Background: an optimization exercise with open tools, aiming at a short achievable clock period and few clock cycles per item. Do not read the settings as production practice.
Function was checked by simulation only, so behaviour that the tests miss may differ from the original.
No activity file was given, so power comes from the tool's default toggle rates.

## divider
module divider#(
  parameter WIDTH    = 32,
  parameter CACHING  =  0,
  parameter INIT_VLD =  0
)(
  input clk,
  input rst,
  input start,
  input      [WIDTH-1:0] dividend,
  input      [WIDTH-1:0] divisor,
  output     [WIDTH-1:0] quotient,
  output     [WIDTH-1:0] remainder,
  output reg zeroErr,
  output valid
);
Size: roughly 18000 cells after synthesis, roughly 130 I/O pins, roughly 150000 um2 of cells after synthesis.
clock: 7.0 ns
lec_check: 0
cap_margin: 20
core_margin: 2
core_utilization: 45
setup_slack_margin: 4.5
slew_margin: 20
synth_hierarchical: 1
run.sh (not shown) runs the stock make flow with config.mk's settings and CLKGATE_MAP_FILE= SYNTH_SCRIPT=/design/flow/synth_recipe.tcl, a recipe that flattens the netlist after the stock synthesis.
Testbench counts at the start, summed over its fixed seeds: cycles 7,569, items 3,200.
Rerun with:
CORE_UTILIZATION = 40   (was 45)
What happened:
- worst setup slack improved by 56 ps
- sequential cell count is unchanged
- non-clock buffer count goes down by 22
Rerun with:
SETUP_SLACK_MARGIN = 3.0   (was 4.5)
Effect: The new run completed without violations. Critical path depth drops by 1. Routed wire length came out lower by 8.9%. Total power falls by 6.3%. Hold slack loses 4.2 ps. Utilization drops by 3.3 points. Sequential power stays flat. Final cell count decreases by about 2.4%. First-iteration DRC count shrinks by 3.1%.

* * *

try-amber:
The RTL this note starts from:
==> flow/design.v <==
`timescale 1ns / 1ps
module divider#(
  parameter WIDTH    = 32,
  parameter CACHING  =  0,
  parameter INIT_VLD =  0
)(
  input clk,
  input rst,
  input start,
  input      [WIDTH-1:0] dividend,
  input      [WIDTH-1:0] divisor,
  output     [WIDTH-1:0] quotient,
  output     [WIDTH-1:0] remainder,
  output reg zeroErr,
  output valid
);
  localparam K  = 4;
  localparam ND = 32 / K;        
  localparam NM = (1 << K) - 1;  
  localparam MW = 32 + K;        
  reg          vld;
  reg    [3:0] cnt;
  reg   [31:0] P;                
  reg   [31:0] AQ;               
  reg [MW*NM-1:0] M;             
  assign valid     = vld;
  assign quotient  = AQ;
  assign remainder = P;
  wire [ND:0] lt;                
  genvar c, j;
  generate
    for (c = 0; c <= ND; c = c + 1) begin : g_lt
      if (c == ND) begin : g_last
        assign lt[c] = divisor != 0;
      end else begin : g_mid
        assign lt[c] = (dividend >> (K*c)) < divisor;
      end
    end
  endgenerate
  wire [ND:0] first = lt & ~{lt[ND-1:0], 1'b0};
  wire zeroDivide = divisor == 0;
  reg [31:0] alP, alAQ;
  reg [3:0]  alCnt;
  integer i;
  always @* begin
    alP = 0; alAQ = 0; alCnt = 0;
    for (i = 0; i <= ND; i = i + 1) begin
      if (first[i]) begin
        alP   = alP  | (dividend >> (K*i));
        alAQ  = alAQ | (dividend << (32 - K*i));
        alCnt = alCnt | i[3:0];
      end
    end
  end
  function [MW-1:0] mult(input [31:0] d, input integer jj);
    reg [MW-1:0] x, a, b, e, s, cy;
    begin
      x = {{K{1'b0}}, d};
      case (jj)
        11: begin a = x << 3; b = x << 1; e = x; end
        13: begin a = x << 3; b = x << 2; e = x; end
        default: begin a = 0; b = 0; e = 0; end
      endcase
      s  = a ^ b ^ e;
      cy = ((a & b) | (a & e) | (b & e)) << 1;
      case (jj)
        1:  mult = x;
        2:  mult = x << 1;
        3:  mult = (x << 1) + x;
        4:  mult = x << 2;
        5:  mult = (x << 2) + x;
        6:  mult = (x << 2) + (x << 1);
        7:  mult = (x << 3) - x;
        8:  mult = x << 3;
        9:  mult = (x << 3) + x;
        10: mult = (x << 3) + (x << 1);
        12: mult = (x << 3) + (x << 2);
        14: mult = (x << 4) - (x << 1);
        15: mult = (x << 4) - x;
        default: mult = s + cy;
      endcase
    end
  endfunction
  wire [MW-1:0] PS = {P, AQ[31:32-K]};
  wire [NM:0]   ge;              
  wire [31:0]   diff [0:NM];
  assign ge[0] = 1'b1;
  assign diff[0] = PS[31:0];
  generate
    for (j = 1; j <= NM; j = j + 1) begin : g_sub
      wire [MW:0] d = {1'b0, PS} - {1'b0, M[MW*(j-1) +: MW]};
      assign ge[j]   = ~d[MW];
      assign diff[j] = d[31:0];
    end
  endgenerate
  wire [NM:0] sel = ge & ~{1'b0, ge[NM:1]};
  reg [31:0] nextP;
  reg [K-1:0] digit;
  always @* begin
    nextP = 0; digit = 0;
    for (i = 0; i <= NM; i = i + 1) begin
      if (sel[i]) begin
        nextP = nextP | diff[i];
        digit = digit | i[K-1:0];
      end
    end
  end
  always @(posedge clk) begin
    if (rst) begin
      vld <= 1'b0;
      cnt <= 0;
    end else if (start) begin
      vld <= zeroDivide | lt[0];
      cnt <= zeroDivide ? 4'd0 : alCnt;
    end else if (cnt != 0) begin
      cnt <= cnt - 1'b1;
      if (cnt == 1) vld <= 1'b1;
    end
  end
  always @(posedge clk) begin
    if (rst) zeroErr <= 1'b0;
    else if (start) zeroErr <= zeroDivide;
  end
  integer m;
  always @(posedge clk) begin
    if (start) begin
      for (m = 1; m <= NM; m = m + 1)
        M[MW*(m-1) +: MW] <= mult(divisor, m);
    end
  end
  always @(posedge clk) begin
    if (start) begin
      P  <= alP;
      AQ <= alAQ;
    end else if (cnt != 0) begin
      P  <= nextP;
      AQ <= {AQ[31-K:0], digit};
    end
  end
endmodule
clock: 7.0 ns
lec_check: 0
cap_margin: 20
core_margin: 2
core_utilization: 70
place_density: 0.8
setup_slack_margin: 4.5
slew_margin: 20
try-amber never completed, since it errored out during global routing (5_1_grt).
Testbench counts of try-amber, summed over its fixed seeds: cycles 8,936, items 3,200.
Modified inputs, try-xenon compared to try-amber
Settings: removing PLACE_DENSITY (formerly 0.8); changing CORE_UTILIZATION from 70 to 40; setting ABC_CLOCK_PERIOD_IN_PS to 2500 for the first time.
## What came out
- try-xenon was carried through to the last stage, and its layout satisfied the timing, DRC and antenna checks.
- Per the comparison of try-xenon with try-amber, total instance count after detailed placement saw an increase; vertical die dimension now sits higher; setup slack after placement rose by 0.14 ns; count of pins on the block boundary neither gained nor lost much; last weighted congestion value of the routability-driven placer has decreased.
- Comparing try-xenon against try-amber, there is no change at all in number of cells produced by synthesis.
- Standard-cell row count in try-xenon vs try-amber: up 33
- Comparing try-amber against try-xenon, there is no change at all in count of unique library cells instantiated by Yosys.
- Half-perimeter wire length after placement up 12% in try-xenon wrt try-amber

static timing again, ports no longer ideal:
The results above use ideal ports. As a check the final layouts listed here were re-extracted and re-timed, cells and wires unchanged. Step 1, drivers: a clkbuf_16 drives clk and a buf_2 each remaining input, both assumed. Step 2 adds t to the input delays and takes it off the output delays; t is the mean of the earliest and latest rising clock arrival at the registers after step 1. Input paths then give back, and output paths get back, about the clock's delay inside the block. a / b / c = no drivers / after step 1 / after step 2; a / b = the first two.
| run | t, ns | slack for setup (ns) | worst setup path after step 2 |
|---|---|---|---|
| the first run of note 1 | 1.036 | 1.898 / 1.898 / 1.024 | input to register |
| the second run of note 1 | 1.048 | 1.954 / 1.954 / 1.111 | input to register |
| the third run of note 1 | 1.044 | 1.994 / 2.017 / 0.973 | input to register |
| try-xenon | 0.717 | 2.012 / 2.012 / 1.485 | input to register |
After both steps every run listed still meets setup and hold. The setup slack of the third run of note 1, which loses most, moves by +0.023 ns with the drivers and by -1.021 ns with both steps.
